This is an optimization exercise on Yosys and OpenROAD, whose aim is small area, not a production implementation.
In this exercise RTL edits were held to simulation tests only and were not proved equivalent to the original.

<file path="flow/flow/run.sh">
#!/bin/bash
bash standard.sh "BUFFER_PORTS_ARGS=-buffer_cell sky130_fd_sc_hd__buf_1" \
  "CTS_ARGS=-sink_clustering_enable -repair_clock_nets -dont_use_dummy_load -buf_list {sky130_fd_sc_hd__clkbuf_8 sky130_fd_sc_hd__clkbuf_16} -sink_clustering_size 45 -sink_clustering_max_diameter 200" \
  finish > standard.log 2>&1
</file>
<file path="flow/standard.sh">
#!/bin/bash
# synth_recipe.tcl (not shown) runs the flow's synth.tcl, then flattens the netlist and writes it again
# the make line also repeats each setting of config.mk as NAME=value (left out here)
make -C /OpenROAD-flow-scripts/flow DESIGN_CONFIG=/design/flow/config.mk WORK_HOME=/design/flow/orfs CLKGATE_MAP_FILE= SYNTH_SCRIPT=/design/flow/synth_recipe.tcl "${@:-finish}"
</file>
<file path="flow/config.mk">
export PLATFORM = sky130hd
export DESIGN_NAME = rgb_to_ycrcb
export DESIGN_NICKNAME = rgb_to_ycrcb
export VERILOG_FILES = /design/flow/design.v
export SDC_FILE = /design/flow/constraint.sdc
export NUM_CORES = 4
export LEC_CHECK = 0
export CAP_MARGIN = 20
export CORE_MARGIN = 2
export CORE_UTILIZATION = 70
export PLACE_DENSITY = 0.8
export SLEW_MARGIN = 20
export SYNTH_HIERARCHICAL = 1
export SYNTH_MINIMUM_KEEP_SIZE = 0
</file>
<file path="flow/constraint.sdc">
create_clock -name core_clock -period 5.0 [get_ports {clk}]
set_input_delay 1.0000 -clock core_clock [delete_from_list [all_inputs] [get_ports {clk}]]
set_output_delay 1.0000 -clock core_clock [all_outputs]
set_load 0.01 [all_outputs]
</file>
<file path="flow/design.v">
module rgb_to_ycrcb(input clk,
	input [7:0] r,
	input [7:0] g,
	input [7:0] b,
	output [7:0] y,
	output [7:0] cr,
	output [7:0] cb);
reg w1_134;
reg w1_135;
reg w1_136;
reg w1_137;
reg w1_138;
reg w1_139;
reg w1_140;
reg w1_141;
reg w1_142;
reg w1_143;
reg wc1_144;
reg wc1_145;
reg wc1_146;
reg r1_147;
reg r1_148;
reg r1_149;
reg r1_150;
reg r1_151;
reg r1_152;
reg r1_153;
reg r1_154;
reg b1_155;
reg b1_156;
reg b1_157;
reg b1_158;
reg b1_159;
reg b1_160;
reg b1_161;
reg b1_162;
reg g1_163;
reg g1_164;
reg g1_165;
reg g1_166;
reg y2_262;
reg y2_263;
reg y2_264;
reg y2_265;
reg y2_266;
reg y2_267;
reg y2_268;
reg y2_269;
reg d2_388;
reg d2_389;
reg d2_390;
reg d2_391;
reg d2_392;
reg d2_393;
reg d2_394;
reg d2_395;
reg d2_396;
reg d2_397;
reg d2_398;
reg d2_c411;
reg d2_c412;
reg e2_472;
reg e2_473;
reg e2_474;
reg e2_475;
reg e2_476;
reg e2_477;
reg e2_478;
reg e2_479;
reg e2_c481;
reg cr3_502;
reg cr3_503;
reg cr3_504;
reg cr3_505;
reg cr3_506;
reg cr3_507;
reg cr3_508;
reg cr3_509;
reg cb3_510;
reg cb3_511;
reg cb3_512;
reg cb3_513;
reg cb3_514;
reg cb3_515;
reg cb3_516;
reg cb3_517;
reg y3_518;
reg y3_519;
reg y3_520;
reg y3_521;
reg y3_522;
reg y3_523;
reg y3_524;
reg y3_525;
wire s1;
wire c2;
wire s3;
wire c4;
wire s5;
wire c6;
wire s7;
wire c8;
wire s9;
wire c10;
wire s11;
wire c12;
wire s13;
wire c14;
wire s15;
wire c16;
wire s17;
wire c18;
wire s19;
wire c20;
wire s21;
wire c22;
wire s23;
wire c24;
wire s25;
wire c26;
wire s27;
wire c28;
wire s29;
wire c30;
wire s31;
wire c32;
wire s33;
wire c34;
wire s35;
wire c36;
wire s37;
wire c38;
wire s39;
wire c40;
wire s41;
wire c42;
wire s43;
wire c44;
wire s45;
wire c46;
wire s47;
wire c48;
wire s49;
wire c50;
wire s51;
wire c52;
wire s53;
wire c54;
wire s55;
wire c56;
wire s57;
wire c58;
wire s59;
wire c60;
wire s61;
wire c62;
wire s63;
wire c64;
wire s65;
wire c66;
wire s67;
wire c68;
wire s69;
wire c70;
wire s71;
wire c72;
wire s73;
wire c74;
wire s75;
wire c76;
wire s77;
wire c78;
wire s79;
wire c80;
wire s81;
wire c82;
wire s83;
wire c84;
wire s85;
wire c86;
wire s87;
wire c88;
wire s89;
wire c90;
wire s91;
wire c92;
wire s93;
wire c94;
wire s95;
wire c96;
wire s97;
wire c98;
wire s99;
wire c100;
wire s101;
wire c102;
wire q103;
wire q104;
wire q105;
wire q106;
wire q107;
wire g108;
wire q109;
wire g110;
wire q111;
wire g112;
wire q113;
wire q114;
wire g115;
wire q116;
wire g117;
wire q118;
wire o119;
wire o120;
wire o121;
wire o122;
wire o123;
wire i124;
wire i125;
wire i126;
wire i127;
wire i128;
wire i129;
wire i130;
wire i131;
wire i132;
wire i133;
wire s167;
wire c168;
wire s169;
wire c170;
wire s171;
wire c172;
wire s173;
wire c174;
wire s175;
wire c176;
wire s177;
wire c178;
wire s179;
wire c180;
wire s181;
wire c182;
wire s183;
wire c184;
wire s185;
wire c186;
wire s187;
wire c188;
wire i189;
wire i190;
wire i191;
wire i192;
wire i193;
wire i194;
wire i195;
wire i196;
wire i197;
wire i198;
wire i199;
wire i200;
wire i201;
wire i202;
wire i203;
wire i204;
wire l205;
wire o206;
wire l207;
wire o208;
wire l209;
wire o210;
wire l211;
wire o212;
wire l213;
wire o214;
wire l215;
wire o216;
wire z217;
wire s218;
wire c219;
wire s220;
wire c221;
wire s222;
wire c223;
wire s224;
wire c225;
wire s226;
wire c227;
wire s228;
wire c229;
wire s230;
wire c231;
wire s232;
wire c233;
wire s234;
wire c235;
wire s236;
wire c237;
wire s238;
wire c239;
wire s240;
wire c241;
wire s242;
wire c243;
wire s244;
wire c245;
wire s246;
wire c247;
wire s248;
wire c249;
wire s250;
wire c251;
wire s252;
wire c253;
wire y254;
wire y255;
wire y256;
wire y257;
wire y258;
wire y259;
wire y260;
wire y261;
wire i270;
wire i271;
wire i272;
wire i273;
wire i274;
wire i275;
wire i276;
wire i277;
wire i278;
wire i279;
wire i280;
wire i281;
wire i282;
wire i283;
wire i284;
wire i285;
wire s286;
wire c287;
wire s288;
wire c289;
wire s290;
wire c291;
wire s292;
wire c293;
wire s294;
wire c295;
wire s296;
wire c297;
wire s298;
wire c299;
wire s300;
wire c301;
wire s302;
wire c303;
wire s304;
wire c305;
wire s306;
wire c307;
wire s308;
wire c309;
wire s310;
wire c311;
wire s312;
wire c313;
wire s314;
wire c315;
wire p316;
wire p317;
wire p318;
wire p319;
wire p320;
wire p321;
wire p322;
wire p323;
wire p324;
wire p325;
wire p326;
wire p327;
wire p328;
wire p329;
wire p330;
wire p331;
wire p332;
wire p333;
wire p334;
wire p335;
wire p336;
wire p337;
wire s338;
wire c339;
wire g340;
wire q341;
wire g342;
wire q343;
wire g344;
wire q345;
wire g346;
wire q347;
wire g348;
wire q349;
wire g350;
wire q351;
wire g352;
wire q353;
wire g354;
wire q355;
wire g356;
wire q357;
wire g358;
wire q359;
wire g360;
wire q361;
wire g362;
wire q363;
wire g364;
wire q365;
wire g366;
wire q367;
wire g368;
wire q369;
wire g370;
wire q371;
wire g372;
wire q373;
wire g374;
wire q375;
wire g376;
wire q377;
wire o378;
wire o379;
wire c380;
wire c381;
wire c382;
wire c383;
wire c384;
wire c385;
wire c386;
wire c387;
wire i399;
wire i400;
wire i401;
wire i402;
wire i403;
wire i404;
wire i405;
wire i406;
wire i407;
wire i408;
wire i409;
wire i410;
wire s413;
wire c414;
wire c415;
wire s416;
wire c417;
wire s418;
wire c419;
wire c420;
wire s421;
wire c422;
wire s423;
wire c424;
wire s425;
wire c426;
wire s427;
wire c428;
wire s429;
wire c430;
wire s431;
wire c432;
wire i433;
wire s434;
wire c435;
wire s436;
wire c437;
wire s438;
wire c439;
wire i440;
wire s441;
wire c442;
wire s443;
wire c444;
wire s445;
wire c446;
wire s447;
wire c448;
wire s449;
wire c450;
wire s451;
wire c452;
wire s453;
wire c454;
wire s455;
wire c456;
wire s457;
wire c458;
wire s459;
wire c460;
wire s461;
wire c462;
wire q463;
wire q464;
wire g465;
wire q466;
wire g467;
wire q468;
wire o469;
wire o470;
wire o471;
wire i480;
wire s482;
wire c483;
wire s484;
wire c485;
wire s486;
wire c487;
wire s488;
wire c489;
wire s490;
wire c491;
wire i492;
wire s493;
wire c494;
wire i495;
wire s496;
wire c497;
wire i498;
wire s499;
wire c500;
wire i501;
add3 u_s1 (.a(r[0]), .b(g[1]), .c(g[0]), .s(s1), .co(c2));
add2 u_s3 (.a(b[0]), .b(s1), .s(s3), .co(c4));
add3 u_s5 (.a(r[1]), .b(r[0]), .c(g[2]), .s(s5), .co(c6));
add3 u_s7 (.a(g[1]), .b(b[1]), .c(c2), .s(s7), .co(c8));
add3 u_s9 (.a(s5), .b(c4), .c(s7), .s(s9), .co(c10));
add3 u_s11 (.a(r[2]), .b(r[1]), .c(g[3]), .s(s11), .co(c12));
add3 u_s13 (.a(g[2]), .b(g[0]), .c(b[2]), .s(s13), .co(c14));
add3 u_s15 (.a(c6), .b(s11), .c(s13), .s(s15), .co(c16));
add3 u_s17 (.a(c8), .b(s15), .c(c10), .s(s17), .co(c18));
add3 u_s19 (.a(r[3]), .b(r[2]), .c(g[4]), .s(s19), .co(c20));
add3 u_s21 (.a(g[3]), .b(g[1]), .c(b[3]), .s(s21), .co(c22));
add3 u_s23 (.a(b[0]), .b(c12), .c(c14), .s(s23), .co(c24));
add3 u_s25 (.a(s19), .b(s21), .c(c16), .s(s25), .co(c26));
add3 u_s27 (.a(s23), .b(s25), .c(c18), .s(s27), .co(c28));
add3 u_s29 (.a(r[4]), .b(r[3]), .c(r[0]), .s(s29), .co(c30));
add3 u_s31 (.a(g[5]), .b(g[4]), .c(g[2]), .s(s31), .co(c32));
add3 u_s33 (.a(b[4]), .b(b[1]), .c(c20), .s(s33), .co(c34));
add3 u_s35 (.a(c22), .b(s29), .c(s31), .s(s35), .co(c36));
add3 u_s37 (.a(c24), .b(s33), .c(s35), .s(s37), .co(c38));
add3 u_s39 (.a(c26), .b(s37), .c(c28), .s(s39), .co(c40));
add3 u_s41 (.a(r[5]), .b(r[4]), .c(r[1]), .s(s41), .co(c42));
add3 u_s43 (.a(g[6]), .b(g[5]), .c(g[3]), .s(s43), .co(c44));
add3 u_s45 (.a(g[0]), .b(b[5]), .c(b[2]), .s(s45), .co(c46));
add3 u_s47 (.a(c30), .b(c32), .c(s41), .s(s47), .co(c48));
add3 u_s49 (.a(s43), .b(s45), .c(c34), .s(s49), .co(c50));
add3 u_s51 (.a(c36), .b(s47), .c(s49), .s(s51), .co(c52));
add3 u_s53 (.a(c38), .b(s51), .c(c40), .s(s53), .co(c54));
add3 u_s55 (.a(r[6]), .b(r[5]), .c(r[2]), .s(s55), .co(c56));
add3 u_s57 (.a(g[7]), .b(g[6]), .c(g[4]), .s(s57), .co(c58));
add3 u_s59 (.a(g[1]), .b(b[6]), .c(b[3]), .s(s59), .co(c60));
add3 u_s61 (.a(c42), .b(c44), .c(c46), .s(s61), .co(c62));
add3 u_s63 (.a(s55), .b(s57), .c(s59), .s(s63), .co(c64));
add3 u_s65 (.a(c48), .b(s61), .c(s63), .s(s65), .co(c66));
add3 u_s67 (.a(c50), .b(s65), .c(c52), .s(s67), .co(c68));
add3 u_s69 (.a(r[7]), .b(r[6]), .c(r[3]), .s(s69), .co(c70));
add3 u_s71 (.a(g[7]), .b(g[5]), .c(g[2]), .s(s71), .co(c72));
add3 u_s73 (.a(b[7]), .b(b[4]), .c(c56), .s(s73), .co(c74));
add3 u_s75 (.a(c58), .b(c60), .c(s69), .s(s75), .co(c76));
add3 u_s77 (.a(s71), .b(c62), .c(c64), .s(s77), .co(c78));
add3 u_s79 (.a(s73), .b(s75), .c(c66), .s(s79), .co(c80));
add3 u_s81 (.a(s77), .b(s79), .c(c68), .s(s81), .co(c82));
add3 u_s83 (.a(r[7]), .b(r[4]), .c(g[6]), .s(s83), .co(c84));
add3 u_s85 (.a(g[3]), .b(b[5]), .c(c70), .s(s85), .co(c86));
add3 u_s87 (.a(c72), .b(s83), .c(c74), .s(s87), .co(c88));
add3 u_s89 (.a(c76), .b(s85), .c(c78), .s(s89), .co(c90));
add3 u_s91 (.a(s87), .b(c80), .c(s89), .s(s91), .co(c92));
add3 u_s93 (.a(c84), .b(c86), .c(c88), .s(s93), .co(c94));
add3 u_s95 (.a(c90), .b(s93), .c(c92), .s(s95), .co(c96));
add2 u_s97 (.a(c54), .b(s67), .s(s97), .co(c98));
add2 u_s99 (.a(c82), .b(s91), .s(s99), .co(c100));
add2 u_s101 (.a(c94), .b(c96), .s(s101), .co(c102));
assign q103 = s39 & s27;
assign q104 = s97 & s53;
assign q105 = s99 & s81;
assign q106 = s101 & s95;
assign q107 = q104 & q103;
assign g108 = c102 | (q106 & c100);
assign q109 = q106 & q105;
assign g110 = g108 | (q109 & c98);
assign q111 = q109 & q107;
assign g112 = c100 | (q105 & c98);
assign q113 = q105 & q107;
assign q114 = s53 & q103;
assign g115 = 1'b0 | (s81 & c98);
assign q116 = s81 & q107;
assign g117 = 1'b0 | (s95 & g112);
assign q118 = s95 & q113;
assign o119 = s81 ^ c98;
assign o120 = s99 ^ g115;
assign o121 = s95 ^ g112;
assign o122 = s101 ^ g117;
assign o123 = 1'b0 ^ g110;
assign i124 = ~g[0];
assign i125 = ~s3;
assign i126 = ~s9;
assign i127 = ~s17;
assign i128 = ~s27;
assign i129 = ~s39;
assign i130 = ~s53;
assign i131 = ~s97;
assign i132 = ~o119;
assign i133 = ~o120;
always @(posedge clk) w1_134 <= i124;
always @(posedge clk) w1_135 <= i125;
always @(posedge clk) w1_136 <= i126;
always @(posedge clk) w1_137 <= i127;
always @(posedge clk) w1_138 <= i128;
always @(posedge clk) w1_139 <= i129;
always @(posedge clk) w1_140 <= i130;
always @(posedge clk) w1_141 <= i131;
always @(posedge clk) w1_142 <= i132;
always @(posedge clk) w1_143 <= i133;
always @(posedge clk) wc1_144 <= o121;
always @(posedge clk) wc1_145 <= o122;
always @(posedge clk) wc1_146 <= o123;
always @(posedge clk) r1_147 <= r[0];
always @(posedge clk) r1_148 <= r[1];
always @(posedge clk) r1_149 <= r[2];
always @(posedge clk) r1_150 <= r[3];
always @(posedge clk) r1_151 <= r[4];
always @(posedge clk) r1_152 <= r[5];
always @(posedge clk) r1_153 <= r[6];
always @(posedge clk) r1_154 <= r[7];
always @(posedge clk) b1_155 <= b[0];
always @(posedge clk) b1_156 <= b[1];
always @(posedge clk) b1_157 <= b[2];
always @(posedge clk) b1_158 <= b[3];
always @(posedge clk) b1_159 <= b[4];
always @(posedge clk) b1_160 <= b[5];
always @(posedge clk) b1_161 <= b[6];
always @(posedge clk) b1_162 <= b[7];
always @(posedge clk) g1_163 <= g[7];
always @(posedge clk) g1_164 <= g[4];
always @(posedge clk) g1_165 <= g[5];
always @(posedge clk) g1_166 <= g[6];
add3 u_s167 (.a(r1_152), .b(g1_163), .c(g1_164), .s(s167), .co(c168));
add3 u_s169 (.a(b1_161), .b(wc1_144), .c(s167), .s(s169), .co(c170));
add3 u_s171 (.a(r1_153), .b(g1_165), .c(b1_162), .s(s171), .co(c172));
add3 u_s173 (.a(wc1_145), .b(c168), .c(s171), .s(s173), .co(c174));
add2 u_s175 (.a(c170), .b(s173), .s(s175), .co(c176));
add3 u_s177 (.a(r1_154), .b(g1_166), .c(wc1_146), .s(s177), .co(c178));
add3 u_s179 (.a(c172), .b(s177), .c(c174), .s(s179), .co(c180));
add2 u_s181 (.a(c176), .b(s179), .s(s181), .co(c182));
add3 u_s183 (.a(g1_163), .b(c178), .c(c180), .s(s183), .co(c184));
add2 u_s185 (.a(c182), .b(s183), .s(s185), .co(c186));
add2 u_s187 (.a(c184), .b(c186), .s(s187), .co(c188));
assign i189 = ~w1_134;
assign i190 = ~w1_135;
assign i191 = ~w1_136;
assign i192 = ~w1_137;
assign i193 = ~w1_138;
assign i194 = ~w1_139;
assign i195 = ~w1_140;
assign i196 = ~w1_141;
assign i197 = ~w1_142;
assign i198 = ~w1_143;
assign i199 = ~s169;
assign i200 = ~s175;
assign i201 = ~s181;
assign i202 = ~s185;
assign i203 = ~s187;
assign i204 = ~c188;
assign l205 = i190 ^ i189;
assign o206 = i190 | i189;
assign l207 = i191 ^ o206;
assign o208 = i191 | o206;
assign l209 = i192 ^ o208;
assign o210 = i192 | o208;
assign l211 = i193 ^ o210;
assign o212 = i193 | o210;
assign l213 = i194 ^ o212;
assign o214 = i194 | o212;
assign l215 = i195 ^ o214;
assign o216 = i195 | o214;
zero7 u_z217 (.a({i195, i194, i193, i192, i191, i190, i189}), .z(z217));
add3 u_s218 (.a(r1_147), .b(w1_141), .c(z217), .s(s218), .co(c219));
add3 u_s220 (.a(r1_148), .b(w1_142), .c(c219), .s(s220), .co(c221));
add3 u_s222 (.a(r1_149), .b(w1_143), .c(c221), .s(s222), .co(c223));
add3 u_s224 (.a(r1_150), .b(i199), .c(c223), .s(s224), .co(c225));
add3 u_s226 (.a(r1_151), .b(i200), .c(c225), .s(s226), .co(c227));
add3 u_s228 (.a(r1_152), .b(i201), .c(c227), .s(s228), .co(c229));
add3 u_s230 (.a(r1_153), .b(i202), .c(c229), .s(s230), .co(c231));
add3 u_s232 (.a(r1_154), .b(i203), .c(c231), .s(s232), .co(c233));
add2 u_s234 (.a(i204), .b(c233), .s(s234), .co(c235));
add3 u_s236 (.a(b1_155), .b(w1_141), .c(z217), .s(s236), .co(c237));
add3 u_s238 (.a(b1_156), .b(w1_142), .c(c237), .s(s238), .co(c239));
add3 u_s240 (.a(b1_157), .b(w1_143), .c(c239), .s(s240), .co(c241));
add3 u_s242 (.a(b1_158), .b(i199), .c(c241), .s(s242), .co(c243));
add3 u_s244 (.a(b1_159), .b(i200), .c(c243), .s(s244), .co(c245));
add3 u_s246 (.a(b1_160), .b(i201), .c(c245), .s(s246), .co(c247));
add3 u_s248 (.a(b1_161), .b(i202), .c(c247), .s(s248), .co(c249));
add3 u_s250 (.a(b1_162), .b(i203), .c(c249), .s(s250), .co(c251));
add2 u_s252 (.a(i204), .b(c251), .s(s252), .co(c253));
assign y254 = i196 | c188;
assign y255 = i197 | c188;
assign y256 = i198 | c188;
assign y257 = s169 | c188;
assign y258 = s175 | c188;
assign y259 = s181 | c188;
assign y260 = s185 | c188;
assign y261 = s187 | c188;
always @(posedge clk) y2_262 <= y254;
always @(posedge clk) y2_263 <= y255;
always @(posedge clk) y2_264 <= y256;
always @(posedge clk) y2_265 <= y257;
always @(posedge clk) y2_266 <= y258;
always @(posedge clk) y2_267 <= y259;
always @(posedge clk) y2_268 <= y260;
always @(posedge clk) y2_269 <= y261;
assign i270 = ~s234;
assign i271 = ~l205;
assign i272 = ~l207;
assign i273 = ~l209;
assign i274 = ~l211;
assign i275 = ~l213;
assign i276 = ~l215;
assign i277 = ~s218;
assign i278 = ~s220;
assign i279 = ~s222;
assign i280 = ~s224;
assign i281 = ~s226;
assign i282 = ~s228;
assign i283 = ~s230;
assign i284 = ~s232;
assign i285 = ~s252;
add2 u_s286 (.a(i271), .b(i274), .s(s286), .co(c287));
add3 u_s288 (.a(i189), .b(i272), .c(i275), .s(s288), .co(c289));
add3 u_s290 (.a(l205), .b(i273), .c(i276), .s(s290), .co(c291));
add3 u_s292 (.a(l207), .b(i274), .c(i277), .s(s292), .co(c293));
add3 u_s294 (.a(l209), .b(i275), .c(i278), .s(s294), .co(c295));
add3 u_s296 (.a(l211), .b(i276), .c(i279), .s(s296), .co(c297));
add2 u_s298 (.a(i271), .b(i273), .s(s298), .co(c299));
add2 u_s300 (.a(i272), .b(i274), .s(s300), .co(c301));
add3 u_s302 (.a(i189), .b(i273), .c(i275), .s(s302), .co(c303));
add3 u_s304 (.a(w1_134), .b(s286), .c(i276), .s(s304), .co(c305));
add3 u_s306 (.a(i277), .b(c287), .c(s288), .s(s306), .co(c307));
add3 u_s308 (.a(i278), .b(c289), .c(s290), .s(s308), .co(c309));
add3 u_s310 (.a(s292), .b(c291), .c(i279), .s(s310), .co(c311));
add3 u_s312 (.a(c293), .b(s294), .c(i280), .s(s312), .co(c313));
add3 u_s314 (.a(c295), .b(s296), .c(i281), .s(s314), .co(c315));
assign p316 = 1'b1 & w1_134;
assign p317 = 1'b1 | w1_134;
assign p318 = i272 & i189;
assign p319 = i272 | i189;
assign p320 = s298 & w1_134;
assign p321 = s298 | w1_134;
assign p322 = s300 & c299;
assign p323 = s300 | c299;
assign p324 = s302 & c301;
assign p325 = s302 | c301;
assign p326 = s304 & c303;
assign p327 = s304 | c303;
assign p328 = s306 & c305;
assign p329 = s306 | c305;
assign p330 = s308 & c307;
assign p331 = s308 | c307;
assign p332 = s310 & c309;
assign p333 = s310 | c309;
assign p334 = s312 & c311;
assign p335 = s312 | c311;
assign p336 = s314 & c313;
assign p337 = s314 | c313;
add2 u_s338 (.a(c297), .b(c315), .s(s338), .co(c339));
assign g340 = 1'b0 | (i271 & p316);
assign q341 = i271 & p317;
assign g342 = p320 | (p321 & p318);
assign q343 = p321 & p319;
assign g344 = p324 | (p325 & p322);
assign q345 = p325 & p323;
assign g346 = p328 | (p329 & p326);
assign q347 = p329 & p327;
assign g348 = p332 | (p333 & p330);
assign q349 = p333 & p331;
assign g350 = p336 | (p337 & p334);
assign q351 = p337 & p335;
assign g352 = g342 | (q343 & g340);
assign q353 = q343 & q341;
assign g354 = g346 | (q347 & g344);
assign q355 = q347 & q345;
assign g356 = g350 | (q351 & g348);
assign q357 = q351 & q349;
assign g358 = g354 | (q355 & g352);
assign q359 = q355 & q353;
assign g360 = g356 | (q357 & g358);
assign q361 = q357 & q359;
assign g362 = g344 | (q345 & g352);
assign q363 = q345 & q353;
assign g364 = g348 | (q349 & g358);
assign q365 = q349 & q359;
assign g366 = p318 | (p319 & g340);
assign q367 = p319 & q341;
assign g368 = p322 | (p323 & g352);
assign q369 = p323 & q353;
assign g370 = p326 | (p327 & g362);
assign q371 = p327 & q363;
assign g372 = p330 | (p331 & g358);
assign q373 = p331 & q359;
assign g374 = p334 | (p335 & g364);
assign q375 = p335 & q365;
assign g376 = c339 | (s338 & g360);
assign q377 = s338 & q361;
assign o378 = s338 ^ g360;
assign o379 = 1'b0 ^ g376;
assign c380 = i189 & l209;
assign c381 = (l205 & c380) | (l205 & l211) | (c380 & l211);
assign c382 = (l207 & l213) | (l207 & c381) | (l213 & c381);
assign c383 = (l209 & l215) | (l209 & c382) | (l215 & c382);
assign c384 = (l211 & s236) | (l211 & c383) | (s236 & c383);
assign c385 = (l213 & s238) | (l213 & c384) | (s238 & c384);
assign c386 = (l215 & s240) | (l215 & c385) | (s240 & c385);
assign c387 = (s236 & s242) | (s236 & c386) | (s242 & c386);
always @(posedge clk) d2_388 <= l213;
always @(posedge clk) d2_389 <= l215;
always @(posedge clk) d2_390 <= s218;
always @(posedge clk) d2_391 <= s220;
always @(posedge clk) d2_392 <= s222;
always @(posedge clk) d2_393 <= s224;
always @(posedge clk) d2_394 <= s226;
always @(posedge clk) d2_395 <= s228;
always @(posedge clk) d2_396 <= s230;
always @(posedge clk) d2_397 <= s232;
always @(posedge clk) d2_398 <= s234;
assign i399 = ~d2_398;
assign i400 = ~1'b0;
assign i401 = ~d2_388;
assign i402 = ~d2_389;
assign i403 = ~d2_390;
assign i404 = ~d2_391;
assign i405 = ~d2_392;
assign i406 = ~d2_393;
assign i407 = ~d2_394;
assign i408 = ~d2_395;
assign i409 = ~d2_396;
assign i410 = ~d2_397;
always @(posedge clk) d2_c411 <= o378;
always @(posedge clk) d2_c412 <= o379;
add3 u_s413 (.a(d2_388), .b(d2_c411), .c(i403), .s(s413), .co(c414));
assign c415 = (i406 & i408) | (i406 & s413) | (i408 & s413);
add3 u_s416 (.a(d2_389), .b(d2_c412), .c(i404), .s(s416), .co(c417));
add3 u_s418 (.a(i407), .b(i409), .c(c414), .s(s418), .co(c419));
assign c420 = (s416 & c415) | (s416 & s418) | (c415 & s418);
add3 u_s421 (.a(d2_390), .b(i405), .c(i408), .s(s421), .co(c422));
add3 u_s423 (.a(i410), .b(c417), .c(s421), .s(s423), .co(c424));
add3 u_s425 (.a(c419), .b(s423), .c(c420), .s(s425), .co(c426));
add3 u_s427 (.a(d2_391), .b(d2_398), .c(i406), .s(s427), .co(c428));
add3 u_s429 (.a(i409), .b(c422), .c(s427), .s(s429), .co(c430));
add3 u_s431 (.a(c424), .b(s429), .c(c426), .s(s431), .co(c432));
assign i433 = ~s431;
add3 u_s434 (.a(d2_392), .b(i407), .c(i410), .s(s434), .co(c435));
add3 u_s436 (.a(c428), .b(s434), .c(c430), .s(s436), .co(c437));
add3 u_s438 (.a(s436), .b(c432), .c(s431), .s(s438), .co(c439));
assign i440 = ~s438;
add3 u_s441 (.a(d2_393), .b(d2_398), .c(i408), .s(s441), .co(c442));
add3 u_s443 (.a(c435), .b(s441), .c(c437), .s(s443), .co(c444));
add3 u_s445 (.a(s443), .b(c439), .c(s438), .s(s445), .co(c446));
xnor2m u_s447 (.a(d2_394), .b(i409), .y(s447));
or2m u_c448 (.a(d2_394), .b(i409), .y(c448));
add3 u_s449 (.a(s447), .b(c442), .c(c444), .s(s449), .co(c450));
xnor2m u_s451 (.a(d2_395), .b(i410), .y(s451));
or2m u_c452 (.a(d2_395), .b(i410), .y(c452));
add3 u_s453 (.a(c448), .b(s451), .c(c450), .s(s453), .co(c454));
add3 u_s455 (.a(d2_396), .b(d2_398), .c(c452), .s(s455), .co(c456));
add2 u_s457 (.a(c446), .b(s449), .s(s457), .co(c458));
add2 u_s459 (.a(c454), .b(s455), .s(s459), .co(c460));
add2 u_s461 (.a(d2_397), .b(c456), .s(s461), .co(c462));
assign q463 = s457 & s445;
assign q464 = s459 & s453;
assign g465 = c460 | (q464 & c458);
assign q466 = q464 & q463;
assign g467 = 1'b0 | (s453 & c458);
assign q468 = s453 & q463;
assign o469 = s453 ^ c458;
assign o470 = s459 ^ g467;
assign o471 = s461 ^ g465;
always @(posedge clk) e2_472 <= s238;
always @(posedge clk) e2_473 <= s240;
always @(posedge clk) e2_474 <= s242;
always @(posedge clk) e2_475 <= s244;
always @(posedge clk) e2_476 <= s246;
always @(posedge clk) e2_477 <= s248;
always @(posedge clk) e2_478 <= s250;
always @(posedge clk) e2_479 <= s252;
assign i480 = ~e2_479;
always @(posedge clk) e2_c481 <= c387;
add3 u_s482 (.a(e2_472), .b(e2_475), .c(e2_c481), .s(s482), .co(c483));
add3 u_s484 (.a(e2_473), .b(e2_476), .c(c483), .s(s484), .co(c485));
add3 u_s486 (.a(e2_474), .b(e2_477), .c(c485), .s(s486), .co(c487));
add3 u_s488 (.a(e2_475), .b(e2_478), .c(c487), .s(s488), .co(c489));
add3 u_s490 (.a(e2_476), .b(i480), .c(c489), .s(s490), .co(c491));
assign i492 = ~s490;
add3 u_s493 (.a(e2_477), .b(c491), .c(s490), .s(s493), .co(c494));
assign i495 = ~s493;
add3 u_s496 (.a(e2_478), .b(c494), .c(s493), .s(s496), .co(c497));
assign i498 = ~s496;
add3 u_s499 (.a(i480), .b(c497), .c(s496), .s(s499), .co(c500));
assign i501 = ~s499;
always @(posedge clk) cr3_502 <= s425;
always @(posedge clk) cr3_503 <= i433;
always @(posedge clk) cr3_504 <= i440;
always @(posedge clk) cr3_505 <= s445;
always @(posedge clk) cr3_506 <= s457;
always @(posedge clk) cr3_507 <= o469;
always @(posedge clk) cr3_508 <= o470;
always @(posedge clk) cr3_509 <= o471;
always @(posedge clk) cb3_510 <= s482;
always @(posedge clk) cb3_511 <= s484;
always @(posedge clk) cb3_512 <= s486;
always @(posedge clk) cb3_513 <= s488;
always @(posedge clk) cb3_514 <= i492;
always @(posedge clk) cb3_515 <= i495;
always @(posedge clk) cb3_516 <= i498;
always @(posedge clk) cb3_517 <= i501;
always @(posedge clk) y3_518 <= y2_262;
always @(posedge clk) y3_519 <= y2_263;
always @(posedge clk) y3_520 <= y2_264;
always @(posedge clk) y3_521 <= y2_265;
always @(posedge clk) y3_522 <= y2_266;
always @(posedge clk) y3_523 <= y2_267;
always @(posedge clk) y3_524 <= y2_268;
always @(posedge clk) y3_525 <= y2_269;
assign y = {y3_525, y3_524, y3_523, y3_522, y3_521, y3_520, y3_519, y3_518};
assign cr = {cr3_509, cr3_508, cr3_507, cr3_506, cr3_505, cr3_504, cr3_503, cr3_502};
assign cb = {cb3_517, cb3_516, cb3_515, cb3_514, cb3_513, cb3_512, cb3_511, cb3_510};
endmodule
module add3(input a, input b, input c, output s, output co);
assign s = a ^ b ^ c;
assign co = (a & b) | (a & c) | (b & c);
endmodule
module zero7(input [6:0] a, output z);
assign z = ~(|a);
endmodule
module xnor2m(input a, input b, output y);
assign y = ~(a ^ b);
endmodule
module or2m(input a, input b, output y);
assign y = a | b;
endmodule
module add2(input a, input b, output s, output co);
assign s = a ^ b;
assign co = a & b;
endmodule
</file>
==> implementation parameters, run 1 <==
Parameter                              Value

STA
  Hold Fails Final Rpt    0
  Final setup viols    0
  Transition time of the tightest slew-check pin    501 ps
  Final clock period utilization by the worst path    91.9%
  Final-layout setup total negative slack    0 ps
  RSZ-0062 raised after global routing    no
  Final worst clock skew    36.4 ps
  Final critical-path required period    4600 ps
  Final worst-path setup slack    403 ps
  Timing-limited maximum frequency    218 MHz
  Final Max Slew Viols    0
  Slew Limit Headroom    65.7%

Clock network
  Resized Gates After CTS    0
  Hold bufs inserted after CTS    0
  Clock insertion delay at the later pin of the skew report    350 ps
  CTS HTree Levels    3
  Number of clock sinks seen by CTS    87
  Root buffer selected by CTS    sky130_fd_sc_hd__clkbuf_8
  Buffers inserted by post-CTS timing repair    0
  Clock transition at the registers of the reported paths    60 ps
  CTS buffer count    9
  Bufs on Longest Clock Path    2
  Clock tree from TritonCTS    yes

Floorplanning
  Number of rows in the core area    30
  Vertical die dimension    88.6 um
  Total Die Area    7850 um^2
  Effective utilization at floorplan    73.0%
  Top-level I/O count    49
  Total core area    6870 um^2
  Overall die width    88.6 um

Route
  Detailed Route WL    8240 um
  Number of detailed-route iterations in the first pass    4
  Final routed DRC violation total    0
  Per-cell routed wire length    16.8 um
  1st-iter DRT viols    90
  Vias per std cell    5.10
  Routed Antenna Nets    0
  Vias after detailed routing    2498

Yosys
  Share of the synthesized area in compound gates (AO/OA/AOI/OAI)    3.67%
  Cell Area, Synth    5010 um^2
  Mean instance size in the synthesized netlist    14.1 um^2
  Cell types with the highest counts after synthesis    sky130_fd_sc_hd__fa_1, sky130_fd_sc_hd__dfxtp_1, sky130_fd_sc_hd__inv_1
  Main area contributors after synthesis    sky130_fd_sc_hd__fa_1, sky130_fd_sc_hd__dfxtp_1, sky130_fd_sc_hd__ha_1
  Most instantiated library cell after synthesis    sky130_fd_sc_hd__fa_1
  Post-Syn Instances    356
  Fraction of synthesized cell area taken by the top area cell type    43.1%
  Fraction of registers with async set/reset    0%
  Count of unique library cells instantiated by Yosys    34
  Part of the Yosys area used for sequential elements    34.7%
  Most used flip-flop cell after synthesis    sky130_fd_sc_hd__dfxtp_1
  Combinational family with the most area after synthesis    adder cells
  FF+latch count, synth    87
  Area share of xor/xnor cells in the synthesized design    1.70%
  Post-Synthesis Net Count    515
  EDFF count, synth    0
  Proportion of synthesized area in mux cells    0%
  Post-Synth Simple-Gate Area    2.67%
  Ys Warns    7
  Synthesized-area fraction occupied by adder cells    50.0%
  Largest area contributor in the netlist    sky130_fd_sc_hd__fa_1

Critical path
  CP Class    in2reg
  Arrival time of the worst setup path    4800 ps
  Most common cell on crit path    sky130_fd_sc_hd__fa_1
  Category of the worst setup path capture point    flop
  Worst Reg-to-Reg Cells    15
  Startpoint type of the worst setup path    input port
  R2r setup slk    500 ps
  Crit-path max FO    2
  Endpoint of the worst register-to-register path    d2_c412
  Required time worst endpoint    5200 ps
  Slowest stage cell on the critical path    sky130_fd_sc_hd__fa_1
  Ordered cell list for the critical path    buf_1 -> fa_1 -> fa_1 -> fa_1 -> fa_1 -> fa_1 -> fa_1 -> fa_1 -> ha_1 -> a31o_2 -> ha_1 -> xor2_1
  Source of the worst register-to-register timing path    w1_134
  Buffers and inverters on the worst path    1
  Largest stage delay on the critical path    450 ps
  Delay-heaviest family, CP    adder cells

Hold path
  Startpoint of the tightest hold check path    y2_263
  Hold path endpoint    y3_519
  Worst min path class    reg2reg
  Hold Path Depth    0

Finish
  Area of the multi-input gates    2910 um^2
  Synth-to-layout area growth    5.62%
  Final Instance Area    5290 um^2
  Number of nets in the layout    555
  Layout cell share with drive strength beyond 1    5.58%
  Register cell area after layout    1740 um^2
  Number of fill cells in the layout    417
  Ant. Diodes    0

Global route
  Number of global-route vias before repair    2964
  Global Route Usage Sum    24.9%
  Antenna violations before repair    0
  Overflow after GRT    0
  First-pass GRT wire length    14000 um
  Largest net degree at the start of global routing    17

Placed design
  Estimated wirelength of the detail-placed design    7320 um
  Weighted congestion reported at the end of routability-driven placement    0.918
  Number of buffers added on ports    48
  Worst Setup Slack post-DPL    78.1 ps
  Cell Area, Placed    5170 um^2

Flow run
  Max-cap viol count    0

Run status
  Run status    complete, no violations
-- worst max path at each step --
stage	from	end	slack [ps]	cells after the start
CTS	r[0]	wc1_145	400	12
finish	r[0]	wc1_145	400	12
global placement	r[0]	wc1_145	160	12
global route	r[0]	wc1_145	280	12
detailed placement	r[0]	wc1_145	80	12
floorplan	r[0]	wc1_145	360	11
-- logic make-up after synthesis --
family	count (synthesis)
compound gates	26
buf+inv	72
simple gates	27
flops	87
fa+ha+maj	136
xor+xnor	8
-- area by class of cell --
cell class	count	area share, %
sequential	87	32.9
multi-input combinational	197	55.0
timing repair buffer	53	4.11
clock buffer	9	2.34
tap	96	2.27
inverter	48	3.40
-- stage by stage --
stage	utilization [%]	hold WS, ps	instances
global placement	75.3	311	481
detailed placement	75.3	313	481
global route	77.1	338	490
CTS	77.1	328	490
finish	77.1	328	490
floorplan	-	310	356
-- per-module statistics from Yosys, one instance, submodules excluded --
module | copies in the design | area, um^2
rgb_to_ycrcb | 1 | 2590
add3 | 108 | 20.0
zero7 | 1 | 20.0
add2 | 17 | 12.5
xnor2m | 2 | 8.76
or2m | 2 | 6.26
-- per-layer routing --
| layer | vias up | routed length [um] | GRT usage, % |
|---|---|---|---|
| met3 | 16 | 277 | 5.13 |
| met4 | 0 | 139 | 7.71 |
| met1 | 1267 | 3410 | 31.0 |
| li1 | 1154 | - | - |
| met5 | - | 0 | 0 |
| met2 | 61 | 4410 | 44.1 |
-- layout by cell type (no fill, tap or decap), types with 4 or more instances in the layout --
master	instances
sky130_fd_sc_hd__fa_1	108
sky130_fd_sc_hd__dfxtp_1	87
sky130_fd_sc_hd__buf_1	48
sky130_fd_sc_hd__inv_1	46
sky130_fd_sc_hd__ha_1	26
sky130_fd_sc_hd__nand2_1	11
sky130_fd_sc_hd__clkbuf_8	9
sky130_fd_sc_hd__nor2_1	6
sky130_fd_sc_hd__o22ai_1	5
sky130_fd_sc_hd__buf_4	5
sky130_fd_sc_hd__a21oi_1	4
sky130_fd_sc_hd__a22oi_1	4
sky130_fd_sc_hd__xnor2_1	4
==> run 2, diff against run 1 <==
==> flow/flow/run.sh (replaced) <==
#!/bin/bash
bash standard.sh "BUFFER_PORTS_ARGS=-buffer_cell sky130_fd_sc_hd__buf_1" \
  "CTS_ARGS=-sink_clustering_enable -repair_clock_nets -dont_use_dummy_load -root_buf sky130_fd_sc_hd__clkbuf_16 -buf_list sky130_fd_sc_hd__clkbuf_4 -sink_clustering_size 10 -sink_buffer_max_cap_derate 1.0" \
  finish > standard.log 2>&1
==> run 2 against run 1 <==
Final cell count is the same. Routed wire length rose by 18%. Die area unchanged. Via count is 6.0% higher. Clock skew fell by 20 ps. Utilization rose by 1.5 points.
==> implementation parameters, run 2 <==
Parameter                              Value

Route
  1st-iter DRT viols    111 (was 90)
  Vias after detailed routing    2648 (was 2498)
  Final routed DRC violation total    0 (unchanged)
  Vias per std cell    5.40 (was 5.10)
  Number of detailed-route iterations in the first pass    4 (unchanged)
  Per-cell routed wire length    19.8 um (was 16.8 um)
  Routed Antenna Nets    0 (unchanged)
  Detailed Route WL    9700 um (was 8240 um)

Finish
  Register cell area after layout    1740 um^2 (unchanged)
  Ant. Diodes    0 (unchanged)
  Number of fill cells in the layout    380 (was 417)
  Synth-to-layout area growth    7.64% (was 5.62%)
  Layout cell share with drive strength beyond 1    5.58% (unchanged)
  Leading cell types in the layout, fill and taps excluded    sky130_fd_sc_hd__fa_1, sky130_fd_sc_hd__dfxtp_1, sky130_fd_sc_hd__buf_1 (unchanged)
  Final non-filler cell total    490 (unchanged)
  Area of the multi-input gates    2910 um^2 (unchanged)
  Number of nets in the layout    555 (unchanged)
  Final Instance Area    5400 um^2 (was 5290 um^2)
  Most common library cell in the layout ignoring fill and taps    sky130_fd_sc_hd__fa_1 (unchanged)

Yosys
  Most used flip-flop cell after synthesis    sky130_fd_sc_hd__dfxtp_1 (unchanged)
  Largest area contributor in the netlist    sky130_fd_sc_hd__fa_1 (unchanged)
  Post-Synthesis Net Count    515 (unchanged)
  Main area contributors after synthesis    sky130_fd_sc_hd__fa_1, sky130_fd_sc_hd__dfxtp_1, sky130_fd_sc_hd__ha_1 (unchanged)
  Mean instance size in the synthesized netlist    14.1 um^2 (unchanged)
  Count of unique library cells instantiated by Yosys    34 (unchanged)
  Ys Warns    7 (unchanged)
  Part of the Yosys area used for sequential elements    34.7% (unchanged)
  Cell types with the highest counts after synthesis    sky130_fd_sc_hd__fa_1, sky130_fd_sc_hd__dfxtp_1, sky130_fd_sc_hd__inv_1 (unchanged)
  Most instantiated library cell after synthesis    sky130_fd_sc_hd__fa_1 (unchanged)
  EDFF count, synth    0 (unchanged)
  Cell Area, Synth    5010 um^2 (unchanged)
  Fraction of synthesized cell area taken by the top area cell type    43.1% (unchanged)
  FF+latch count, synth    87 (unchanged)
  Post-Syn Instances    356 (unchanged)
  Fraction of registers with async set/reset    0% (unchanged)

Global route
  Antenna violations before repair    0 (unchanged)
  Overflow after GRT    0 (unchanged)
  Global Route Usage Sum    28.6% (was 24.9%)
  First-pass GRT wire length    15800 um (was 14000 um)
  Largest net degree at the start of global routing    17 (unchanged)
  Number of global-route vias before repair    3122 (was 2964)

Hold path
  Worst min path class    reg2reg (unchanged)
  Startpoint of the tightest hold check path    y2_263 (unchanged)
  Hold Path Depth    0 (unchanged)
  Hold path endpoint    y3_519 (unchanged)

Clock network
  Clock tree from TritonCTS    yes (unchanged)
  Clock insertion delay at the later pin of the skew report    330 ps (was 350 ps)
  CTS buffer count    9 (unchanged)
  Resized Gates After CTS    0 (unchanged)
  Clock transition at the registers of the reported paths    50 ps (was 60 ps)
  CTS HTree Levels    3 (unchanged)
  Buffers inserted by post-CTS timing repair    0 (unchanged)
  Bufs on Longest Clock Path    2 (unchanged)
  Root buffer selected by CTS    sky130_fd_sc_hd__clkbuf_16 (was sky130_fd_sc_hd__clkbuf_8)
  Hold bufs inserted after CTS    0 (unchanged)
  Number of clock sinks seen by CTS    87 (unchanged)

STA
  Final Max Slew Viols    0 (unchanged)
  Slew Limit Headroom    66.7% (was 65.7%)
  Final critical-path required period    4740 ps (was 4600 ps)
  Final clock period utilization by the worst path    94.8% (was 91.9%)
  Timing-limited maximum frequency    211 MHz (was 218 MHz)
  Hold Fails Final Rpt    0 (unchanged)
  Final setup viols    0 (unchanged)
  Final-layout setup total negative slack    0 ps (unchanged)
  Transition time of the tightest slew-check pin    487 ps (was 501 ps)
  Final worst-path setup slack    260 ps (was 403 ps)
  RSZ-0062 raised after global routing    no (unchanged)
  Final worst clock skew    16.2 ps (was 36.4 ps)

Placed design
  Cell Area, Placed    5170 um^2 (unchanged)
  Number of buffers added on ports    48 (unchanged)
  Placed cell count    481 (unchanged)
  Worst Setup Slack post-DPL    78.1 ps (unchanged)
  Estimated wirelength of the detail-placed design    7320 um (unchanged)
  Weighted congestion reported at the end of routability-driven placement    0.918 (unchanged)

Critical path
  Worst Reg-to-Reg Cells    15 (unchanged)
  CP Class    in2reg (unchanged)
  Category of the worst setup path capture point    flop (unchanged)
  Endpoint of the worst register-to-register path    d2_c412 (unchanged)
  Crit-path max FO    2 (unchanged)
  R2r setup slk    490 ps (was 500 ps)
  Startpoint type of the worst setup path    input port (unchanged)
  Source of the worst register-to-register timing path    w1_134 (unchanged)
  Required time worst endpoint    5200 ps (about the same)
  Arrival time of the worst setup path    4940 ps (was 4800 ps)

Run status
  Run status    complete, no violations (unchanged)

Floorplanning
  Overall die width    88.6 um (unchanged)
  Number of rows in the core area    30 (unchanged)
  Top-level I/O count    49 (unchanged)
  Vertical die dimension    88.6 um (unchanged)
  Total Die Area    7850 um^2 (unchanged)
  Effective utilization at floorplan    73.0% (unchanged)
  Total core area    6870 um^2 (unchanged)

Flow run
  Max-cap viol count    0 (unchanged)
run 2: cell counts after synthesis:
Identical to the previous run, type by type.
run 2: layer usage:
| layer | wire (um) | up-vias | GRT usage, % |
|---|---|---|---|
| li1 | - | 1157 | - |
| met1 | 3660 | 1371 | 33.9 |
| met2 | 5440 | 99 | 52.2 |
| met3 | 411 | 21 | 6.44 |
| met4 | 183 | 0 | 8.82 |
| met5 | 0 | - | 0 |
run 2: cells by family after synthesis:
kind of cell | after synthesis | share of synthesized area (%)
AND/OR/NAND/NOR | 27 | 2.67
XOR/XNOR | 8 | 1.70
AO/OA/AOI/OAI | 26 | 3.67
flip-flops | 87 | 34.7
buffers and inverters | 72 | 7.19
adder cells (fa/ha/maj) | 136 | 50.0
run 2: final cells by class:
class,count,area share (%)
flip-flops and latches,87,32.3
clock buffers,9,4.17
repair buffers,53,4.04
multi-input cells,197,53.9
inverters,48,3.34
well taps,96,2.23
run 2: how the worst max path moves through the flow:
stage	startpoint	to	cells after the start
2_1_floorplan	r[0]	wc1_145	11
3_3_place_gp	r[0]	wc1_145	12
3_5_place_dp	r[0]	wc1_145	12
4_1_cts	r[0]	wc1_145	12
5_1_grt	r[0]	wc1_145	12
6_report	r[0]	wc1_145	12
run 2: modules after synthesis (local to each module, per instance):
module        times used  area (um^2)
or2m                   2         6.26
xnor2m                 2         8.76
zero7                  1         20.0
add3                 108         20.0
add2                  17         12.5
rgb_to_ycrcb           1         2590
run 2: worst max-delay path, stage by stage:
cell	delay, ps
sky130_fd_sc_hd__buf_1	120
sky130_fd_sc_hd__fa_1	440
sky130_fd_sc_hd__fa_1	460
sky130_fd_sc_hd__fa_1	420
sky130_fd_sc_hd__fa_1	420
sky130_fd_sc_hd__fa_1	400
sky130_fd_sc_hd__fa_1	420
sky130_fd_sc_hd__fa_1	390
sky130_fd_sc_hd__ha_1	240
sky130_fd_sc_hd__a31o_2	280
sky130_fd_sc_hd__ha_1	200
sky130_fd_sc_hd__xor2_1	150
run 2: stage by stage:
| step | utilization, % | hold slack, ps |
|---|---|---|
| after global routing | 78.5 | 334 |
| after CTS | 78.5 | 325 |
| after global placement | 75.3 | 311 |
| after detailed placement | 75.3 | 313 |
| after floorplan | - | 310 |
| final | 78.5 | 323 |
==> run 3, diff against run 2 <==
==> flow/flow/run.sh (replaced) <==
#!/bin/bash
bash standard.sh "BUFFER_PORTS_ARGS=-buffer_cell sky130_fd_sc_hd__buf_1" \
  "CTS_ARGS=-sink_clustering_enable -repair_clock_nets -dont_use_dummy_load -root_buf sky130_fd_sc_hd__clkbuf_8 -buf_list {sky130_fd_sc_hd__clkbuf_4 sky130_fd_sc_hd__clkbuf_8} -sink_clustering_size 20 -sink_buffer_max_cap_derate 0.5" \
  finish > standard.log 2>&1
==> run 3 against run 2 <==
Critical path depth did not move. Largest cell class unchanged. Synthesized cell count stayed put. Still clean. Utilization fell by 1.5 points.
==> implementation parameters, run 3 <==
Parameter                              Value

Run status
  Run status    complete, no violations (unchanged)

Floorplanning
  Overall die width    88.6 um (unchanged)
  Vertical die dimension    88.6 um (unchanged)
  Effective utilization at floorplan    73.0% (unchanged)
  Total Die Area    7850 um^2 (unchanged)
  Total core area    6870 um^2 (unchanged)
  Number of rows in the core area    30 (unchanged)
  Top-level I/O count    49 (unchanged)

Yosys
  Combinational family with the most area after synthesis    adder cells (unchanged)
  Fraction of synthesized cell area taken by the top area cell type    43.1% (unchanged)
  Part of the Yosys area used for sequential elements    34.7% (unchanged)
  Ys Warns    7 (unchanged)
  Area share of xor/xnor cells in the synthesized design    1.70% (unchanged)
  Mean instance size in the synthesized netlist    14.1 um^2 (unchanged)
  Most used flip-flop cell after synthesis    sky130_fd_sc_hd__dfxtp_1 (unchanged)
  Main area contributors after synthesis    sky130_fd_sc_hd__fa_1, sky130_fd_sc_hd__dfxtp_1, sky130_fd_sc_hd__ha_1 (unchanged)
  FF+latch count, synth    87 (unchanged)
  Post-Synthesis Net Count    515 (unchanged)
  Cell Area, Synth    5010 um^2 (unchanged)
  Post-Synth Simple-Gate Area    2.67% (unchanged)
  EDFF count, synth    0 (unchanged)
  Fraction of registers with async set/reset    0% (unchanged)
  Synthesized-area fraction occupied by adder cells    50.0% (unchanged)
  Most instantiated library cell after synthesis    sky130_fd_sc_hd__fa_1 (unchanged)
  Proportion of synthesized area in mux cells    0% (unchanged)
  Share of the synthesized area in compound gates (AO/OA/AOI/OAI)    3.67% (unchanged)
  Largest area contributor in the netlist    sky130_fd_sc_hd__fa_1 (unchanged)
  Post-Syn Instances    356 (unchanged)
  Cell types with the highest counts after synthesis    sky130_fd_sc_hd__fa_1, sky130_fd_sc_hd__dfxtp_1, sky130_fd_sc_hd__inv_1 (unchanged)
  Count of unique library cells instantiated by Yosys    34 (unchanged)

STA
  Timing-limited maximum frequency    218 MHz (was 211 MHz)
  Final setup viols    0 (unchanged)
  Final critical-path required period    4600 ps (was 4740 ps)
  Final worst clock skew    36.4 ps (was 16.2 ps)
  Slew Limit Headroom    65.7% (was 66.7%)
  Transition time of the tightest slew-check pin    501 ps (was 487 ps)
  Final Max Slew Viols    0 (unchanged)
  Final clock period utilization by the worst path    91.9% (was 94.8%)
  RSZ-0062 raised after global routing    no (unchanged)
  Hold Fails Final Rpt    0 (unchanged)
  Final-layout setup total negative slack    0 ps (unchanged)

Critical path
  Arrival time of the worst setup path    4800 ps (was 4940 ps)
  Most common cell on crit path    sky130_fd_sc_hd__fa_1 (unchanged)
  Largest stage delay on the critical path    450 ps (was 460 ps)
  CP Class    in2reg (unchanged)
  Startpoint type of the worst setup path    input port (unchanged)
  Worst setup path start    r[0] (unchanged)
  Ordered cell list for the critical path    buf_1 -> fa_1 -> fa_1 -> fa_1 -> fa_1 -> fa_1 -> fa_1 -> fa_1 -> ha_1 -> a31o_2 -> ha_1 -> xor2_1 (unchanged)
  Source of the worst register-to-register timing path    w1_134 (unchanged)
  Buffers and inverters on the worst path    1 (unchanged)
  Slowest stage cell on the critical path    sky130_fd_sc_hd__fa_1 (unchanged)
  Required time worst endpoint    5200 ps (about the same)
  Delay-heaviest family, CP    adder cells (unchanged)
  Category of the worst setup path capture point    flop (unchanged)
  Crit-path max FO    2 (unchanged)

Finish
  Synth-to-layout area growth    5.62% (was 7.64%)
  Area of the multi-input gates    2910 um^2 (unchanged)
  Number of nets in the layout    555 (unchanged)
  Number of fill cells in the layout    417 (was 380)
  Layout cell share with drive strength beyond 1    5.58% (unchanged)
  Most common library cell in the layout ignoring fill and taps    sky130_fd_sc_hd__fa_1 (unchanged)
  Ant. Diodes    0 (unchanged)
  Register cell area after layout    1740 um^2 (unchanged)
  Post-Route Utilization    77.1% (was 78.5%)
  Leading cell types in the layout, fill and taps excluded    sky130_fd_sc_hd__fa_1, sky130_fd_sc_hd__dfxtp_1, sky130_fd_sc_hd__buf_1 (unchanged)
  Final non-filler cell total    490 (unchanged)

Route
  Vias after detailed routing    2498 (was 2648)
  Routed Antenna Nets    0 (unchanged)
  Vias per std cell    5.10 (was 5.40)
  Detailed Route WL    8240 um (was 9700 um)
  Number of detailed-route iterations in the first pass    4 (unchanged)
  1st-iter DRT viols    90 (was 111)
  Per-cell routed wire length    16.8 um (was 19.8 um)
  Final routed DRC violation total    0 (unchanged)

Placed design
  Number of buffers added on ports    48 (unchanged)
  Placed cell count    481 (unchanged)
  Estimated wirelength of the detail-placed design    7320 um (unchanged)
  Weighted congestion reported at the end of routability-driven placement    0.918 (unchanged)

Global route
  Overflow after GRT    0 (unchanged)
  First-pass GRT wire length    14000 um (was 15800 um)
  Global Route Usage Sum    24.9% (was 28.6%)
  Antenna violations before repair    0 (unchanged)
  Number of global-route vias before repair    2964 (was 3122)
  Largest net degree at the start of global routing    17 (unchanged)

Clock network
  Clock tree from TritonCTS    yes (unchanged)
  CTS buffer count    9 (unchanged)
  CTS HTree Levels    3 (unchanged)
  Clock transition at the registers of the reported paths    60 ps (was 50 ps)
  Hold bufs inserted after CTS    0 (unchanged)
  Clock insertion delay at the later pin of the skew report    350 ps (was 330 ps)
  Buffers inserted by post-CTS timing repair    0 (unchanged)
  Resized Gates After CTS    0 (unchanged)
  Bufs on Longest Clock Path    2 (unchanged)
  Number of clock sinks seen by CTS    87 (unchanged)
  Root buffer selected by CTS    sky130_fd_sc_hd__clkbuf_8 (was sky130_fd_sc_hd__clkbuf_16)

Hold path
  Worst min path class    reg2reg (unchanged)
  Startpoint of the tightest hold check path    y2_263 (unchanged)

Flow run
  Max-cap viol count    0 (unchanged)
[run 3: through the flow]
stage	hold slack [ps]	instance area, um^2	setup WS, ps
floorplan	310	5010	360
global placement	311	5170	155
detailed placement	313	5170	78.1
CTS	328	5290	401
global route	338	5290	280
finish	328	5290	403
[run 3: worst paths after layout]
| kind | end | slack [ps] | cells past startpoint |
|---|---|---|---|
| setup / recovery | wc1_145 | 400 | 12 |
| hold reg to reg | y3_519 | 330 | 0 |
| hold / removal | y3_519 | 330 | 0 |
| setup reg to reg | d2_c412 | 500 | 15 |
[run 3: logic make-up (layout without fill, tap and decap cells)]
logic type / Yosys count / after routing
AND/OR/NAND/NOR: 27 / 27
buffers and inverters: 72 / 110
AO/OA/AOI/OAI: 26 / 26
adder cells (fa/ha/maj): 136 / 136
XOR/XNOR: 8 / 8
flip-flops: 87 / 87
[run 3: Yosys stat by module (local to each module, per instance)]
| module | cells | times used | cell area (um^2) | flip-flops and latches |
|---|---|---|---|---|
| zero7 | 2 | 1 | 20.0 | 0 |
| add2 | 1 | 17 | 12.5 | 0 |
| add3 | 1 | 108 | 20.0 | 0 |
| rgb_to_ycrcb | 225 | 1 | 2590 | 87 |
| xnor2m | 1 | 2 | 8.76 | 0 |
| or2m | 1 | 2 | 6.26 | 0 |
[run 3: cell type report]
class                      count  area share (%)
inverter                      48            3.40
multi-input combinational    197            55.0
timing repair buffer          53            4.11
sequential                    87            32.9
tap                           96            2.27
clock buffer                   9            2.34
[run 3: worst reg2reg max path: cells and delay by family, from the launching register on]
family / cells / cell delay, ps
simple gates: 5 / 920
flops: 1 / 390
compound gates: 1 / 80
fa+ha+maj: 7 / 2750
buf+inv: 2 / 260
[run 3: routing by layer]
layer | global-route usage, % | vias to the layer above | part of all wire (%)
li1 | - | 1154 | -
met1 | 31.0 | 1267 | 41
met5 | 0 | - | 0
met4 | 7.71 | 0 | 1.7
met2 | 44.1 | 61 | 53
met3 | 5.13 | 16 | 3.4
==> run 4, diff against run 3 <==
==> flow/flow/run.sh (replaced) <==
#!/bin/bash
bash standard.sh "BUFFER_PORTS_ARGS=-buffer_cell sky130_fd_sc_hd__buf_1" \
  "CTS_ARGS=-sink_clustering_enable -repair_clock_nets -dont_use_dummy_load -buf_list {sky130_fd_sc_hd__clkbuf_4 sky130_fd_sc_hd__clkbuf_8} -sink_clustering_size 20" \
  finish > standard.log 2>&1
==> run 4 against run 3 <==
Global-route usage unchanged. Final cell count unchanged. Via count stayed put. Critical endpoint unchanged. Highest routed layer unchanged.
==> implementation parameters, run 4 <==
Parameter                              Value

Route
  Per-cell routed wire length    16.8 um (unchanged)
  Vias after detailed routing    2498 (unchanged)
  Vias per std cell    5.10 (unchanged)
  Number of detailed-route iterations in the first pass    4 (unchanged)
  1st-iter DRT viols    90 (unchanged)
  Routed Antenna Nets    0 (unchanged)
  Detailed Route WL    8240 um (unchanged)
  Final routed DRC violation total    0 (unchanged)

STA
  Final critical-path required period    4600 ps (unchanged)
  Worst Hold Margin    328 ps (unchanged)
  Final worst clock skew    36.4 ps (unchanged)
  Slew Limit Headroom    65.7% (unchanged)
  Final clock period utilization by the worst path    91.9% (unchanged)
  Timing-limited maximum frequency    218 MHz (unchanged)
  Final-layout setup total negative slack    0 ps (unchanged)
  RSZ-0062 raised after global routing    no (unchanged)
  Transition time of the tightest slew-check pin    501 ps (unchanged)
  Hold Fails Final Rpt    0 (unchanged)
  Final setup viols    0 (unchanged)
  Final Max Slew Viols    0 (unchanged)

Yosys
  Most used flip-flop cell after synthesis    sky130_fd_sc_hd__dfxtp_1 (unchanged)
  Ys Warns    7 (unchanged)
  EDFF count, synth    0 (unchanged)
  Largest area contributor in the netlist    sky130_fd_sc_hd__fa_1 (unchanged)
  Cell Area, Synth    5010 um^2 (unchanged)
  Fraction of registers with async set/reset    0% (unchanged)
  Part of the Yosys area used for sequential elements    34.7% (unchanged)
  Cell types with the highest counts after synthesis    sky130_fd_sc_hd__fa_1, sky130_fd_sc_hd__dfxtp_1, sky130_fd_sc_hd__inv_1 (unchanged)
  Mean instance size in the synthesized netlist    14.1 um^2 (unchanged)
  Post-Syn Instances    356 (unchanged)
  FF+latch count, synth    87 (unchanged)
  Fraction of synthesized cell area taken by the top area cell type    43.1% (unchanged)
  Post-Synthesis Net Count    515 (unchanged)
  Count of unique library cells instantiated by Yosys    34 (unchanged)
  Main area contributors after synthesis    sky130_fd_sc_hd__fa_1, sky130_fd_sc_hd__dfxtp_1, sky130_fd_sc_hd__ha_1 (unchanged)
  Most instantiated library cell after synthesis    sky130_fd_sc_hd__fa_1 (unchanged)

Placed design
  Estimated wirelength of the detail-placed design    7320 um (unchanged)
  Number of buffers added on ports    48 (unchanged)
  Weighted congestion reported at the end of routability-driven placement    0.918 (unchanged)

Clock network
  CTS HTree Levels    3 (unchanged)
  Clock insertion delay at the later pin of the skew report    350 ps (about the same)
  Number of clock sinks seen by CTS    87 (unchanged)
  Buffers inserted by post-CTS timing repair    0 (unchanged)
  Clock tree from TritonCTS    yes (unchanged)
  Root buffer selected by CTS    sky130_fd_sc_hd__clkbuf_8 (unchanged)
  Resized Gates After CTS    0 (unchanged)
  Clock transition at the registers of the reported paths    60 ps (about the same)
  CTS buffer count    9 (unchanged)
  Hold bufs inserted after CTS    0 (unchanged)
  Bufs on Longest Clock Path    2 (unchanged)

Finish
  Ant. Diodes    0 (unchanged)
  Area of the multi-input gates    2910 um^2 (unchanged)
  Number of nets in the layout    555 (unchanged)
  Leading cell types in the layout, fill and taps excluded    sky130_fd_sc_hd__fa_1, sky130_fd_sc_hd__dfxtp_1, sky130_fd_sc_hd__buf_1 (unchanged)
  Most common library cell in the layout ignoring fill and taps    sky130_fd_sc_hd__fa_1 (unchanged)
  Synth-to-layout area growth    5.62% (unchanged)
  Layout cell share with drive strength beyond 1    5.58% (unchanged)
  Register cell area after layout    1740 um^2 (unchanged)
  Number of fill cells in the layout    417 (unchanged)

Critical path
  Required time worst endpoint    5200 ps (about the same)
  R2r setup slk    500 ps (about the same)
  Endpoint of the worst register-to-register path    d2_c412 (unchanged)
  Worst Reg-to-Reg Cells    15 (unchanged)
  CP Class    in2reg (unchanged)
  Arrival time of the worst setup path    4800 ps (about the same)
  Source of the worst register-to-register timing path    w1_134 (unchanged)
  Crit-path max FO    2 (unchanged)
  Startpoint type of the worst setup path    input port (unchanged)
  Category of the worst setup path capture point    flop (unchanged)

Floorplanning
  Vertical die dimension    88.6 um (unchanged)
  Total Die Area    7850 um^2 (unchanged)
  Overall die width    88.6 um (unchanged)
  Number of rows in the core area    30 (unchanged)
  Effective utilization at floorplan    73.0% (unchanged)
  Top-level I/O count    49 (unchanged)
  Total core area    6870 um^2 (unchanged)

Hold path
  Startpoint of the tightest hold check path    y2_263 (unchanged)
  Hold Path Depth    0 (unchanged)
  Worst min path class    reg2reg (unchanged)
  Hold path endpoint    y3_519 (unchanged)

Flow run
  Max-cap viol count    0 (unchanged)

Global route
  Overflow after GRT    0 (unchanged)
  Global Route Usage Sum    24.9% (unchanged)
  Largest net degree at the start of global routing    17 (unchanged)
  Number of global-route vias before repair    2964 (unchanged)
  Antenna violations before repair    0 (unchanged)
  First-pass GRT wire length    14000 um (unchanged)

Run status
  Run status    complete, no violations (unchanged)
-- run 4: logic make-up (layout without fill, tap and decap cells) --
| family | after synthesis | in the layout | share of synthesized area, % |
|---|---|---|---|
| simple gates | 27 | 27 | 2.67 |
| compound gates | 26 | 26 | 3.67 |
| buf+inv | 72 | 110 | 7.19 |
| flops | 87 | 87 | 34.7 |
| xor+xnor | 8 | 8 | 1.70 |
| fa+ha+maj | 136 | 136 | 50.0 |
-- run 4: layer usage --
layer  global-route usage, %  share of wire [%]
met3                    5.13                3.4
met5                       0                  0
met2                    44.1                 53
met4                    7.71                1.7
met1                    31.0                 41
-- run 4: through the flow --
step | utilization (%) | std cells | setup WS, ps | cell area (um^2)
4_1_cts | 77.1 | 490 | 401 | 5290
5_1_grt | 77.1 | 490 | 280 | 5290
2_1_floorplan | - | 356 | 360 | 5010
6_report | 77.1 | 490 | 403 | 5290
3_3_place_gp | 75.3 | 481 | 155 | 5170
3_5_place_dp | 75.3 | 481 | 78.1 | 5170
-- run 4: final cells by class --
type	instances	share of cell area, %
multi-input combinational	197	55.0
timing repair buffer	53	4.11
clock buffer	9	2.34
tap	96	2.27
inverter	48	3.40
sequential	87	32.9
-- run 4: worst max-delay path, cell delays in order --
cell and delay, ps:
sky130_fd_sc_hd__buf_1 120, sky130_fd_sc_hd__fa_1 440, sky130_fd_sc_hd__fa_1 450, sky130_fd_sc_hd__fa_1 390, sky130_fd_sc_hd__fa_1 410, sky130_fd_sc_hd__fa_1 390
sky130_fd_sc_hd__fa_1 400, sky130_fd_sc_hd__fa_1 380, sky130_fd_sc_hd__ha_1 220, sky130_fd_sc_hd__a31o_2 260, sky130_fd_sc_hd__ha_1 190, sky130_fd_sc_hd__xor2_1 140
-- run 4: modules after synthesis, one instance, submodules excluded --
module	flops+latches	cells inside	times used
zero7	0	2	1
xnor2m	0	1	2
rgb_to_ycrcb	87	225	1
add3	0	1	108
add2	0	1	17
or2m	0	1	2
-- run 4: how the worst max path moves through the flow --
stage	startpoint	to	slack (ps)	cells after the start
2_1_floorplan	r[0]	wc1_145	360	11
3_3_place_gp	r[0]	wc1_145	160	12
3_5_place_dp	r[0]	wc1_145	80	12
4_1_cts	r[0]	wc1_145	400	12
5_1_grt	r[0]	wc1_145	280	12
6_report	r[0]	wc1_145	400	12

==> re-timing with driven ports <==
Ports are ideal in the flow. The routed layouts listed here were re-timed in OpenROAD.
Step 1 sets driving cells, clkbuf_16 on the clock port and buf_2 on the other inputs (assumed; they add their load-dependent delay and slew).
Step 2 adds t to the input delays and takes it off the output delays; t is the mean of the earliest and latest rising clock arrival at the registers after step 1. Input paths then give back, and output paths get back, about the clock's delay inside the block.
Slacks: ideal ports / drivers / drivers and shift; pairs: ideal ports / drivers.
run	shift t [ns]	slack for setup (ns)	slew at the worst register clock pin (ns)	pins driven straight from the clock port
run 1	0.363	0.403 / 0.404 / 0.040	0.10 / 0.10	1
run 2	0.355	0.260 / 0.266 / -0.090	0.06 / 0.06	1
run 3	0.363	0.403 / 0.404 / 0.040	0.10 / 0.10	1
run 4	0.363	0.403 / 0.404 / 0.040	0.10 / 0.10	1
With both steps, setup timing fails in run 2, where it was met with ideal ports.
